Background: an optimization exercise with open tools, aiming at small area. Do not read the settings as production practice.
Function was checked by simulation only, so behaviour that the tests miss may differ from the original.
The clock cells of this run come from the design's own scripts or RTL, not from TritonCTS.
No driver is modelled on the clock port, so clock power and skew are understated where the tree is cut down; a real chip needs a root buffer or a tree.
Power and IR drop assume default switching activity.

===== flow/design.v =====
`timescale 1ns / 1ps
module pwm( input clk,
            input rst,
            output reg [7:0] hi
    );
    reg [8:0] lo;
    wire lz = ~|lo[7:0];
    wire carry = lo[8] & lz;                   
    wire fb = lo[8] ^ lo[4] ^ lz;
    wire h194 = hi[7] & hi[6] & hi[1] & ~hi[0];
    wire h195 = hi[7] & hi[6] & hi[1] & hi[0];
    always @(posedge clk or posedge rst)
        if (rst) begin
            lo <= 9'd0;
            hi <= 8'd0;
        end else begin
            lo <= {lo[7:0], fb} | ((carry & h194) ? 9'b110110110 : 9'b0);
            if (carry)
                hi <= (hi + 8'd1) & ~(h195 ? 8'b11000100 : 8'b0);
        end
endmodule
`timescale 1ns / 1ps
module knightrider(
    input clk,
    input rst,
    input [1:0] mode,
    output [7:0] led
    );
parameter [20:0] speed=21'd2_097_100;
parameter [14:0] delay1=15'd19_512;
parameter [14:0] delay2=15'd15_512;
parameter [20:0] KRT0 = 21'h001100;
localparam [14:0] DEL0 = 15'h7FFF - delay1;
localparam [14:0] DEL2 = delay2 + DEL0;
reg [20:0] krt_cnt;
reg [14:0] del_cnt;
reg [2:0] pos;        
reg direction;        
reg [63:0] data;
reg [7:0] slow;
wire kr_tick = ~|krt_cnt[19:0];
wire run = ~kr_tick & ~mode[0];
wire kt = kr_tick & ~mode[0];
wire [15:0] dc;
assign dc[0] = run;
genvar k;
generate for (k = 0; k < 15; k = k + 1) begin : dch
    assign dc[k+1] = dc[k] & del_cnt[k];
end endgenerate
wire dt = mode[1] ? dc[15] : (run & (del_cnt == DEL2));
wire [7:0] phi;
pwm pwm_0 (.clk(clk), .rst(rst), .hi(phi));
always @(posedge clk)
    if (rst | kr_tick)
        krt_cnt <= KRT0;
    else
        krt_cnt <= {krt_cnt[19:0], krt_cnt[20] ^ krt_cnt[18]};
always @(posedge clk)
    if (rst | dt)
        del_cnt <= DEL0;
    else
        del_cnt <= del_cnt ^ dc[14:0];
always @(posedge clk)
    if (rst) begin
        pos <= 3'd0;
        direction <= 1'b1;
    end else if (kt) begin
        pos <= direction ? pos + 3'd1 : pos - 3'd1;
        direction <= direction ? (pos != 3'd6) : (pos == 3'd1);
    end
genvar i;
generate for (i = 0; i < 8; i = i + 1) begin : ch
    wire [7:0] d = data[8*i +: 8];
    wire [8:0] z;
    assign z[0] = 1'b1;
    for (k = 0; k < 8; k = k + 1) begin : zc
        assign z[k+1] = z[k] & ~d[k];
    end
    wire nz = ~z[8];
    wire dec = dt & (d[7] | (nz & (slow[i] | mode[1])));
    wire set = kt & (pos == i);
    always @(posedge clk) begin
        data[8*i +: 8] <= {8{~rst}} & ({8{set}} | (d ^ ({8{dec}} & z[7:0])));
        slow[i] <= ~rst & (slow[i] ^ (dt & nz & ~d[7]));
    end
    wire [8:0] c;
    assign c[0] = 1'b0;
    for (k = 0; k < 8; k = k + 1) begin : cmp
        assign c[k+1] = (d[k] & ~phi[k]) | ((d[k] | ~phi[k]) & c[k]);
    end
    assign led[i] = c[8];
end endgenerate
endmodule

===== flow/flow/run.sh =====
#!/bin/bash
# The standard layout (standard.sh) with these changes:
#  - synthesis maps with an area-oriented abc script and no adder cells
#  - port buffers are buf_1
#  - the clock tree is rebuilt after CTS as a root inverter and six leaf
#    inverters, one per cluster of flip-flops (flow/mytree.tcl)
set -euo pipefail
here=$(pwd)
export AREA_ABC_SCRIPT=$here/flow/area.abc
export ADDER_MAP_FILE=
export BUFFER_PORTS_ARGS="-buffer_cell sky130_fd_sc_hd__buf_1"
export CTS_ARGS="-sink_clustering_enable -repair_clock_nets -dont_use_dummy_load -buf_list sky130_fd_sc_hd__clkbuf_8"
export MYTREE_TCL=$here/flow/mytree.tcl
export POST_CTS_TCL=$here/flow/post_cts.tcl
sed "s#SYNTH_SCRIPT=[^ ]*#SYNTH_SCRIPT=$here/flow/synth.tcl#" standard.sh > flow_standard.sh
bash flow_standard.sh > flow.log 2>&1

===== flow/flow/area.abc =====
strash
&get -n
&st
&dch -f
&nf -a -R 1000
&st
&syn2
&dch -f
&nf -a -R 1000
&st
&dch -f
&nf -a -R 1000
&put

===== flow/flow/mytree.tcl =====
# Replace the clock tree that CTS built with a two-level tree: one root
# cell driving one leaf cell per cluster of flip-flops (k-means on their
# locations). With inverters for both levels the clock keeps its polarity.
proc mytree_out { inst } {
  foreach it [$inst getITerms] {
    if { [$it isOutputSignal] } { return $it }
  }
  error "mytree: no output on [$inst getName]"
}
proc mytree_build { nleaf leaf_cell root_cell } {
  set block [ord::get_db_block]
  set db [ord::get_db]
  set leaf_master [$db findMaster $leaf_cell]
  set root_master [$db findMaster $root_cell]
  set clk_port_net [$block findNet clk]
  # flip-flop clock pins
  set sinks {}
  foreach inst [$block getInsts] {
    set m [[$inst getMaster] getName]
    if { [string match "sky130_fd_sc_hd__df*" $m] } {
      set it [$inst findITerm CLK]
      lappend sinks $it
    }
  }
  # remove CTS buffers and their nets
  set old_nets {}
  foreach inst [$block getInsts] {
    set n [$inst getName]
    if { [string match "clkbuf_*" $n] || [string match "clkload*" $n] } {
      foreach it [$inst getITerms] {
        set net [$it getNet]
        if { $net != "NULL" && [$net getName] != "clk" } { lappend old_nets $net }
        $it disconnect
      }
      odb::dbInst_destroy $inst
    }
  }
  foreach it $sinks { $it disconnect }
  foreach net [lsort -unique $old_nets] {
    if { [llength [$net getITerms]] == 0 } { odb::dbNet_destroy $net }
  }
  # k-means on sink locations
  set pts {}
  foreach it $sinks {
    set b [[$it getInst] getBBox]
    lappend pts [list [expr {([$b xMin] + [$b xMax]) / 2}] [expr {([$b yMin] + [$b yMax]) / 2}]]
  }
  set n [llength $pts]
  set sorted [lsort -integer -index 0 $pts]
  set cents {}
  for {set k 0} {$k < $nleaf} {incr k} {
    lappend cents [lindex $sorted [expr {int(($k + 0.5) * $n / $nleaf)}]]
  }
  for {set iter 0} {$iter < 50} {incr iter} {
    set assign {}
    foreach p $pts {
      set best 0; set bd 1e30
      for {set k 0} {$k < $nleaf} {incr k} {
        set c [lindex $cents $k]
        set d [expr {abs([lindex $p 0] - [lindex $c 0]) + abs([lindex $p 1] - [lindex $c 1])}]
        if { $d < $bd } { set bd $d; set best $k }
      }
      lappend assign $best
    }
    set newc {}
    for {set k 0} {$k < $nleaf} {incr k} {
      set sx 0; set sy 0; set cnt 0
      foreach p $pts a $assign { if { $a == $k } { incr cnt; set sx [expr {$sx + [lindex $p 0]}]; set sy [expr {$sy + [lindex $p 1]}] } }
      if { $cnt > 0 } { lappend newc [list [expr {$sx / $cnt}] [expr {$sy / $cnt}]] } else { lappend newc [lindex $cents $k] }
    }
    set cents $newc
  }
  # root buffer at the centroid of the leaves
  set rx 0; set ry 0
  foreach c $cents { set rx [expr {$rx + [lindex $c 0]}]; set ry [expr {$ry + [lindex $c 1]}] }
  set rx [expr {$rx / $nleaf}]; set ry [expr {$ry / $nleaf}]
  set root [odb::dbInst_create $block $root_master clkbuf_root]
  $root setLocation $rx $ry
  $root setPlacementStatus PLACED
  [$root findITerm A] connect $clk_port_net
  set rootnet [odb::dbNet_create $block clknet_root]
  $rootnet setSigType CLOCK
  [mytree_out $root] connect $rootnet
  for {set k 0} {$k < $nleaf} {incr k} {
    set c [lindex $cents $k]
    set leaf [odb::dbInst_create $block $leaf_master clkbuf_leaf_$k]
    $leaf setLocation [lindex $c 0] [lindex $c 1]
    $leaf setPlacementStatus PLACED
    [$leaf findITerm A] connect $rootnet
    set lnet [odb::dbNet_create $block clknet_leaf_$k]
    $lnet setSigType CLOCK
    [mytree_out $leaf] connect $lnet
    set cnt 0
    foreach it $sinks a $assign { if { $a == $k } { $it connect $lnet; incr cnt } }
    puts "mytree: leaf $k at $c drives $cnt flip-flops"
  }
  $clk_port_net setSigType CLOCK
}

===== flow/flow/post_cts.tcl =====
# Runs at the end of ORFS's CTS step (POST_CTS_TCL): rebuild the clock tree
# as a root inverter driving six leaf inverters, one per cluster of
# flip-flops; the two inversions cancel.
source $::env(MYTREE_TCL)
mytree_build 6 sky130_fd_sc_hd__inv_8 sky130_fd_sc_hd__inv_8
detailed_placement
check_placement -verbose
estimate_parasitics -placement
report_clock_skew

===== flow/flow/synth.tcl =====
# The standard flow's synthesis script (synth_recipe.tcl), with abc's mapping script
# replaced by an area-oriented one (flow/area.abc).
proc synth {args} { yosys synth -nofsm -noshare {*}$args }
proc abc {args} {
  set i [lsearch -exact $args -script]
  if { $i >= 0 } { lset args [expr { $i + 1 }] $::env(AREA_ABC_SCRIPT) }
  yosys abc {*}$args
}
source $::env(SCRIPTS_DIR)/synth.tcl
# left out here: clear keep_hierarchy, flatten, clean up, hide names made inside functions, write 1_2_yosys.v

===== flow/standard.sh =====
#!/bin/bash
# synth_recipe.tcl (not shown) runs the flow's synth.tcl, then flattens the netlist and writes it again
# the make line also repeats each setting of config.mk as NAME=value (left out here)
make -C /OpenROAD-flow-scripts/flow DESIGN_CONFIG=/design/flow/config.mk WORK_HOME=/design/flow/orfs CLKGATE_MAP_FILE= SYNTH_SCRIPT=/design/flow/synth_recipe.tcl "${@:-finish}"

===== flow/config.mk =====
export PLATFORM = sky130hd
export DESIGN_NAME = knightrider
export DESIGN_NICKNAME = knightrider
export VERILOG_FILES = /design/flow/design.v
export SDC_FILE = /design/flow/constraint.sdc
export NUM_CORES = 4
export LEC_CHECK = 0
export CAP_MARGIN = 10
export CORE_MARGIN = 2
export CORE_UTILIZATION = 85
export SLEW_MARGIN = 10

===== flow/constraint.sdc =====
create_clock -name core_clock -period 10.0 [get_ports {clk}]
set_input_delay 2.0000 -clock core_clock [delete_from_list [all_inputs] [get_ports {clk}]]
set_output_delay 2.0000 -clock core_clock [all_outputs]
set_load 0.01 [all_outputs]

==> results by group <==
Outcome
  – Status: complete, no violations

Synth
  – Top-count cell post-synth: dfxtp_1
  – Commonest cells in the synthesized netlist: 112 x dfxtp_1, 56 x o21ai_0, 51 x nand2_1, 50 x a21oi_1, 49 x nor2_1
  – Dominant synthesized flop cell: dfxtp_1
  – Mapped cell area: 0.00543 mm²
  – Cell count after synthesis: 601
  – Leading area contributor after synthesis: dfxtp_1
  – Cell variety after synth: 32
  – Synth top area share: 41.3%
  – Average footprint of a synthesized cell: 9.03 µm²
  – Synth Warn #: 2
  – #FFs+latches synth: 129
  – Top cells by area, synth: dfxtp_1 41%, dfrtp_1 7.8%, maj3_1 6.6%
  – Syn Nets: 605
  – Asr flop ratio synth: 13.2%
  – Count of flip-flops with a built-in enable after synthesis: 0
  – Seq/Total Area, Yosys: 49.2%

Timing
  – Max-slew violations: 0
  – Max_slew headroom: 32.3%
  – Endpoints failing hold: 0
  – Fin crit share: 55.4%
  – Fin worst setup slack: 4.46 ns
  – RSZ-0062 raised after global routing: no
  – Final Critical Period: 5.54 ns
  – # setup viols final: 0
  – Clock Skew: 0.0365 ns
  – Peak Freq: 181 MHz
  – TNS Setup: 0 ns
  – Slew @ Worst Pin: 1.01 ns

Drt
  – DRT iter0 DRCs: 690
  – Post-Route WL: 14,400 µm
  – Antenna-violating nets left: 0
  – Via-to-Cell Ratio: 7.34
  – Pre-Repair DR Iteration Count: 5
  – Vias: 5,121
  – # DRC: 0
  – DR WL/cell: 20.6 µm

Floorplan
  – Total core area: 0.00628 mm²
  – Die width: 83.9 µm
  – Die Y: 83.9 µm
  – Cell Rows: 29
  – Top-level port count: 12
  – Starting Density: 86.4%
  – Die ar.: 0.00704 mm²

Worst setup path
  – Reg-to-Reg Start: krt_cnt[17]
  – R2r setup slk: 5.50 ns
  – Element type at the critical path start: input port
  – Worst Path Arrival: 5.67 ns
  – WS Path Type: input port to flip-flop
  – Crit path cell chain: buf_1 > nor2_1 > and3_1 > nand4_1 > clkinv_1 > nand2_1 > nor2_1 > nand4_1 > o21ai_1 > buf_4 > o21ai_0 > or4_1 > or3_1 > o21ai_0 > a21oi_1 > nor2_1
  – Most used cell, CP: nor2_1
  – Worst EP required: 10.13 ns
  – R2r worst-path depth: 17
  – CP max-delay cell: or4_1
  – Cell family with most CP delay: simple AND/OR/NAND/NOR gates
  – Worst Path Max Fanout: 17
  – CP peak stage delay: 0.57 ns
  – Worst reg2reg path endpoint: data[13]
  – Critical path endpoint category: flip-flop
  – CP bufs+invs: 3
  – Crit path launch: mode[0]

Hold path
  – Hold crit path type: flip-flop to flip-flop
  – Hold Path Depth: 0
  – Hold endpoint: pwm_0.lo[6]
  – Worst hold start: pwm_0.lo[5]

Global routing
  – Congestion Overflow GR: 0
  – GRT Total Usage: 41.3%
  – First-pass GRT wire length: 23,500 µm
  – Largest net degree at the start of global routing: 75
  – Vias in the first global route: 4,861
  – Initial antenna violation count: 0

Clocking
  – Clock transition at path regs: 0.12 ns
  – Total clock sinks: 129
  – Skew-Pair Late Insertion Delay: 0.20 ns

Layout
  – Final nets: 627
  – Final Core Density: 90.1%
  – Layout cell share with drive strength beyond 1: 1.61%
  – Area occupied by multi-input gates: 0.00272 mm²
  – Fillers: 258
  – Reg area: 0.00267 mm²
  – Antenna Cells: 0
  – Area grow syn2layout: 4.29%

Power
  – Proportion of power drawn by combinational gates: 4.4%
  – Leak Pwr: 0.00198 µW
  – Max IR drop VDD: 0.000144 V
  – Reg power frac: 69.5%
  – Internal: 559 µW
  – Clock power share: 26.1%
  – Net Sw Frac: 26.2%
  – PwrDens: 134 mW/mm²
  – Switch Pwr: 199 µW

Run
  – MaxCap Viol Count: 0

Placed design
  – Buffers on Ports: 11
  – DP Worst Slack: 4.63 ns
  – Gp weighted congestion: 0.893
  – Final HPWL DP: 8130 µm
## layer usage
metal  wire [µm]  up-vias  global-route usage, %
met1        5370     2342                   50.8
met2        6890      391                   70.8
met5           0        -                      0
met4         858        0                   20.7
met3        1250      113                   6.03
li1            -     2275                      -
## state kept, by name, indices dropped and copies added, names as in the netlist
name,flops
data,64
krt_cnt,21
del_cnt,15
pwm_0.lo,9
pwm_0.hi,8
slow,8
pos,3
direction,1
## power groups by stage
| stage | sequential [µW] | combinational (µW) | clock (µW) |
|---|---|---|---|
| finish | 527 | 33.6 | 198 |
| global route | 528 | 36.4 | 213 |
| detailed placement | 538 | 31.7 | 0 |
| global placement | 537 | 30.7 | 0 |
| floorplan | 536 | 21.1 | 0 |
## layout by cell type (no fill, tap or decap), types with 17 or more instances in the layout
| master | n |
|---|---|
| dfxtp_1 | 112 |
| o21ai_0 | 55 |
| nand2_1 | 51 |
| a21oi_1 | 50 |
| nor2_1 | 49 |
| a31oi_1 | 42 |
| maj3_1 | 36 |
| and2_0 | 20 |
| or2_0 | 20 |
| or4_1 | 19 |
| dfrtp_1 | 17 |
## kinds of logic after synthesis
| logic type | count (synthesis) | synth area share (%) |
|---|---|---|
| xor gates and xnor gates | 15 | 2.42 |
| adders and majority gates | 36 | 6.64 |
| and+or+nand+nor | 235 | 22.6 |
| buffers and inverters | 9 | 0.623 |
| AOI/OAI and AO/OA | 177 | 18.6 |
| DFF | 129 | 49.2 |
## worst register-to-register path: stages (launching register included)
cell and delay [ns]:
dfxtp_1 0.33, or4_1 0.55, nor4_1 0.78, nor2_1 0.25
and3_1 0.35, nand4_1 0.16, clkinv_1 0.15, nand2_1 0.15
nor2_1 0.11, nand4_1 0.13, o21ai_1 0.09, buf_4 0.21
o21ai_0 0.18, or4_1 0.29, or3_1 0.23, o21ai_0 0.10
a21oi_1 0.22, nor2_1 0.08
## final cells by class
type / instances / area share (%)
inverters: 16 / 1.99
multi-input cells: 463 / 48.1
flip-flops and latches: 129 / 47.1
well taps: 77 / 1.70
repair buffers: 13 / 1.02
## how the worst max path moves through the flow
stage / slack (ns) / cells past startpoint / to
floorplan: 4.80 / 14 / data[54]
global placement: 4.82 / 16 / data[22]
detailed placement: 4.63 / 16 / data[22]
global route: 4.29 / 16 / data[54]
finish: 4.46 / 16 / data[13]
## per-stage QoR
step | total power, µW | hold slack (ns) | cell area [µm²] | cells
5_1_grt | 777 | 0.401 | 5660 | 698
3_5_place_dp | 570 | 0.371 | 5580 | 691
6_report | 758 | 0.392 | 5660 | 698
2_1_floorplan | 558 | 0.347 | 5430 | 601
3_3_place_gp | 568 | 0.356 | 5580 | 691

[separate check: timing with driven ports]
The results above use ideal ports. As a check the final layout listed here was re-extracted and re-timed, cells and wires unchanged. Step 1, drivers: a clkbuf_16 drives clk and a buf_2 each remaining input, both assumed. Step 2, shift: input delay + t, output delay - t, t = (earliest + latest rising clock arrival at the registers) / 2. This alone moves slack from input paths to output paths. Three values: ideal ports, drivers, drivers and shift; two values: the first two.
shift t [ns]: 0.240
setup WS [ns]: 4.462 / 4.443 / 4.256
clock arrival spread, ns: 0.037 / 0.036
slew at the worst register clock pin (ns): 0.12 / 0.12
pins driven straight from the clock port: 1
After both steps this run still meets setup and hold. The setup slack of this run moves by -0.019 ns with the drivers and by -0.206 ns with both steps.
